Context: an optimization exercise on an open-source flow, tuned for small area. The choices shown serve that exercise and are no tape-out recipe.
In this exercise RTL edits were held to simulation tests only and were not proved equivalent to the original.
The flow treats the clock pin as an ideal source, which a real chip does not have.
No activity file was given, so power comes from the tool's default toggle rates.

build 21:
## stereo_lepton_rx
module stereo_lepton_rx (
	input  wire        clk,
	input  wire        reset,         
	input  wire        fpixel,        
	input  wire [1:0]  telemetry,     
	output wire [1:0]  ncs,
	output wire [1:0]  sclk,
	input  wire [1:0]  miso,
	output wire [1:0]  n_locked,      
	output wire        vsync_a,
	output wire        hsync_a,
	output wire        pvalid_a,
	output wire [23:0] pixel_a,
	output wire        tsync_a,
	output wire        tvalid_a,
	output wire [15:0] tdata_a,
	output wire        vsync_b,
	output wire        hsync_b,
	output wire        pvalid_b,
	output wire [23:0] pixel_b,
	output wire        tsync_b,
	output wire        tvalid_b,
	output wire [15:0] tdata_b
	);
	lepton_channel CHA (
		.clk(clk), .reset(reset), .fpixel(fpixel), .telemetry(telemetry),
		.ncs(ncs[0]), .sclk(sclk[0]), .miso(miso[0]), .n_locked(n_locked[0]),
		.vsync(vsync_a), .hsync(hsync_a), .pvalid(pvalid_a), .pixel(pixel_a),
		.tsync(tsync_a), .tvalid(tvalid_a), .tdata(tdata_a)
	);
	lepton_channel CHB (
		.clk(clk), .reset(reset), .fpixel(fpixel), .telemetry(telemetry),
		.ncs(ncs[1]), .sclk(sclk[1]), .miso(miso[1]), .n_locked(n_locked[1]),
		.vsync(vsync_b), .hsync(hsync_b), .pvalid(pvalid_b), .pixel(pixel_b),
		.tsync(tsync_b), .tvalid(tvalid_b), .tdata(tdata_b)
	);
endmodule
For scale: about 480 cells after synthesis, roughly 120 flip-flops, roughly 100 I/O pins.
export LEC_CHECK = 0
export CAP_MARGIN = 0
export CORE_MARGIN = 2
export CORE_UTILIZATION = 65
export PLACE_DENSITY = 0.75
export SLEW_MARGIN = 0
create_clock -name core_clock -period 10.0 [get_ports {clk}]
standard.sh (not shown) runs the stock make flow with config.mk's settings and CLKGATE_MAP_FILE= SYNTH_SCRIPT=/design/flow/synth_recipe.tcl, a recipe that flattens the netlist after the stock synthesis.
==> flow/flow/run.sh <==
#!/bin/bash
# Layout flow: the standard ORFS flow (standard.sh) with these changes:
#  - synthesis: the standard script (synth_recipe.tcl) unchanged, except that ABC
#    maps the logic with an area-oriented script (flow/abc_area.script) and the
#    adders are left to ABC instead of being mapped to half/full-adder cells
#  - port buffers use the smallest buffer cell, sky130_fd_sc_hd__buf_1
#  - clock tree from clkbuf_4 leaf buffers under a clkbuf_8 root, no dummy
#    loads; leaf buffers whose flip-flops see a slow clock edge are then
#    upsized to clkbuf_8 (flow/post_cts.tcl)
# Each tool's output goes to its log under orfs/logs; make's output to flow.log.
set -e
W=$PWD
cat > $W/area_synth.tcl <<EOT
proc abc {args} {
  set i [lsearch \$args -script]
  if {\$i >= 0} { lset args [expr {\$i + 1}] $W/flow/abc_area.script }
  yosys abc {*}\$args
}
source $W/synth_recipe.tcl
EOT
export BUFFER_PORTS_ARGS="-buffer_cell sky130_fd_sc_hd__buf_1"
export CTS_ARGS="-sink_clustering_enable -repair_clock_nets -dont_use_dummy_load -buf_list sky130_fd_sc_hd__clkbuf_4 -root_buf sky130_fd_sc_hd__clkbuf_8"
export POST_CTS_TCL=$W/flow/post_cts.tcl
bash standard.sh SYNTH_SCRIPT=$W/area_synth.tcl ADDER_MAP_FILE= finish > flow.log 2>&1
==> flow/flow/abc_area.script <==
&get -n
&st
&deepsyn -T 60
&st
&dch
&nf -R 1000
&put
==> flow/flow/post_cts.tcl <==
# Upsize the clock-tree leaf buffers whose flip-flop clock pins see a slow edge.
estimate_parasitics -placement
set up [dict create]
foreach pin [get_pins -hierarchical */CLK] {
  if {[get_property $pin slew_max] > 0.100} {
    set net [get_nets -of_objects $pin]
    foreach drv [get_pins -of_objects $net -filter "direction==output"] {
      dict set up [get_full_name [get_cells -of_objects $drv]] 1
    }
  }
}
foreach name [dict keys $up] {
  set inst [get_cells $name]
  if {[string match *clkbuf_4 [get_property $inst ref_name]]} {
    puts "upsizing $name"
    replace_cell $inst sky130_fd_sc_hd__clkbuf_8
  }
}
detailed_placement
check_placement -verbose
Build 21 | status: complete | timing, DRC, antenna: pass
## Diff of input files: build 25 against build 21
-- flow/config.mk --
<<< build 21, line 7
export LEC_CHECK = 0
export CAP_MARGIN = 0
export CORE_MARGIN = 2
export CORE_UTILIZATION = 65
export PLACE_DENSITY = 0.75
export SLEW_MARGIN = 0
>>> build 25, line 7
export LEC_CHECK = 0
export CAP_MARGIN = 20
export CORE_MARGIN = 2
export CORE_UTILIZATION = 75
export PLACE_DENSITY = 0.85
export SLEW_MARGIN = 20
==> run notes <==
Delta (build 25 minus build 21): relative area change from synthesis to final layout fell 0.56 points; met2 wire length went up; total core area fell by 16%; fraction of area in multi-input gates +0.16 points. Of the two candidates, build 21 has the better setup slack after layout and build 25 the worse one. Comparing build 25 with build 21, the register-to-register slack came out essentially unchanged. Going from build 21 to build 25, cell leakage power shrinks by about 0.4%. Build 21 has a lower met1 demand-to-capacity share in global routing than build 25. Post-route minimum period up 0.029 ns in build 25 wrt build 21. Build 25 vs build 21: highest attainable clock frequency down in build 25. As far as depth of the most critical reg-to-reg path goes, build 25 and build 21 are indistinguishable; the numbers are identical.
#### Input delta (build 12 over build 25)
-- flow/config.mk --
<<< build 25, line 9
export CORE_MARGIN = 2
export CORE_UTILIZATION = 75
export PLACE_DENSITY = 0.85
export SLEW_MARGIN = 20
>>> build 12, line 9
export CORE_MARGIN = 2
export CORE_UTILIZATION = 65
export PLACE_DENSITY = 0.75
export SLEW_MARGIN = 20
==> comparison <==
Taking build 25 as the reference, in build 12 number of global-route vias before repair lost 159, total wire length neither gained nor lost much, vias per cell lost 0.15, utilization lost 13 points, share of final layout cell area taken by clock buffers and inverters picked up an extra 0.31 points.
Part of the power in the clock network (higher): build 12
Relative to build 25, wire length on met3 has gone down in build 12.
Total power after layout (build 12 over build 25): increase, 0.000015 W
The finished layout cell area of build 12 was inferior to that of build 25.

-- what the ideal ports hide --
In the flow no input, the clock included, has a driving cell. The finished layouts below were timed again as built, in two steps.
Step 1 assumes that a clkbuf_16 drives the clock port and a buf_2 every other input.
Step 2 also shifts input and output timing later by t, the mid clock arrival at the registers, as if the neighbouring blocks saw the same clock.
Slacks: ideal / step 1 / step 2; pairs: ideal / step 1.
| run | t, ns | setup WS [ns] | latest minus earliest clock arrival (ns) | slew at the worst register clock pin (ns) |
|---|---|---|---|---|
| build 21 | 0.435 | 4.447 / 4.417 / 4.417 | 0.029 / 0.029 | 0.10 / 0.10 |
| build 25 | 0.424 | 4.418 / 4.394 / 4.394 | 0.037 / 0.037 | 0.10 / 0.10 |
| build 12 | 0.435 | 4.447 / 4.417 / 4.417 | 0.029 / 0.029 | 0.10 / 0.10 |
After both steps setup and hold are still met in every run listed.
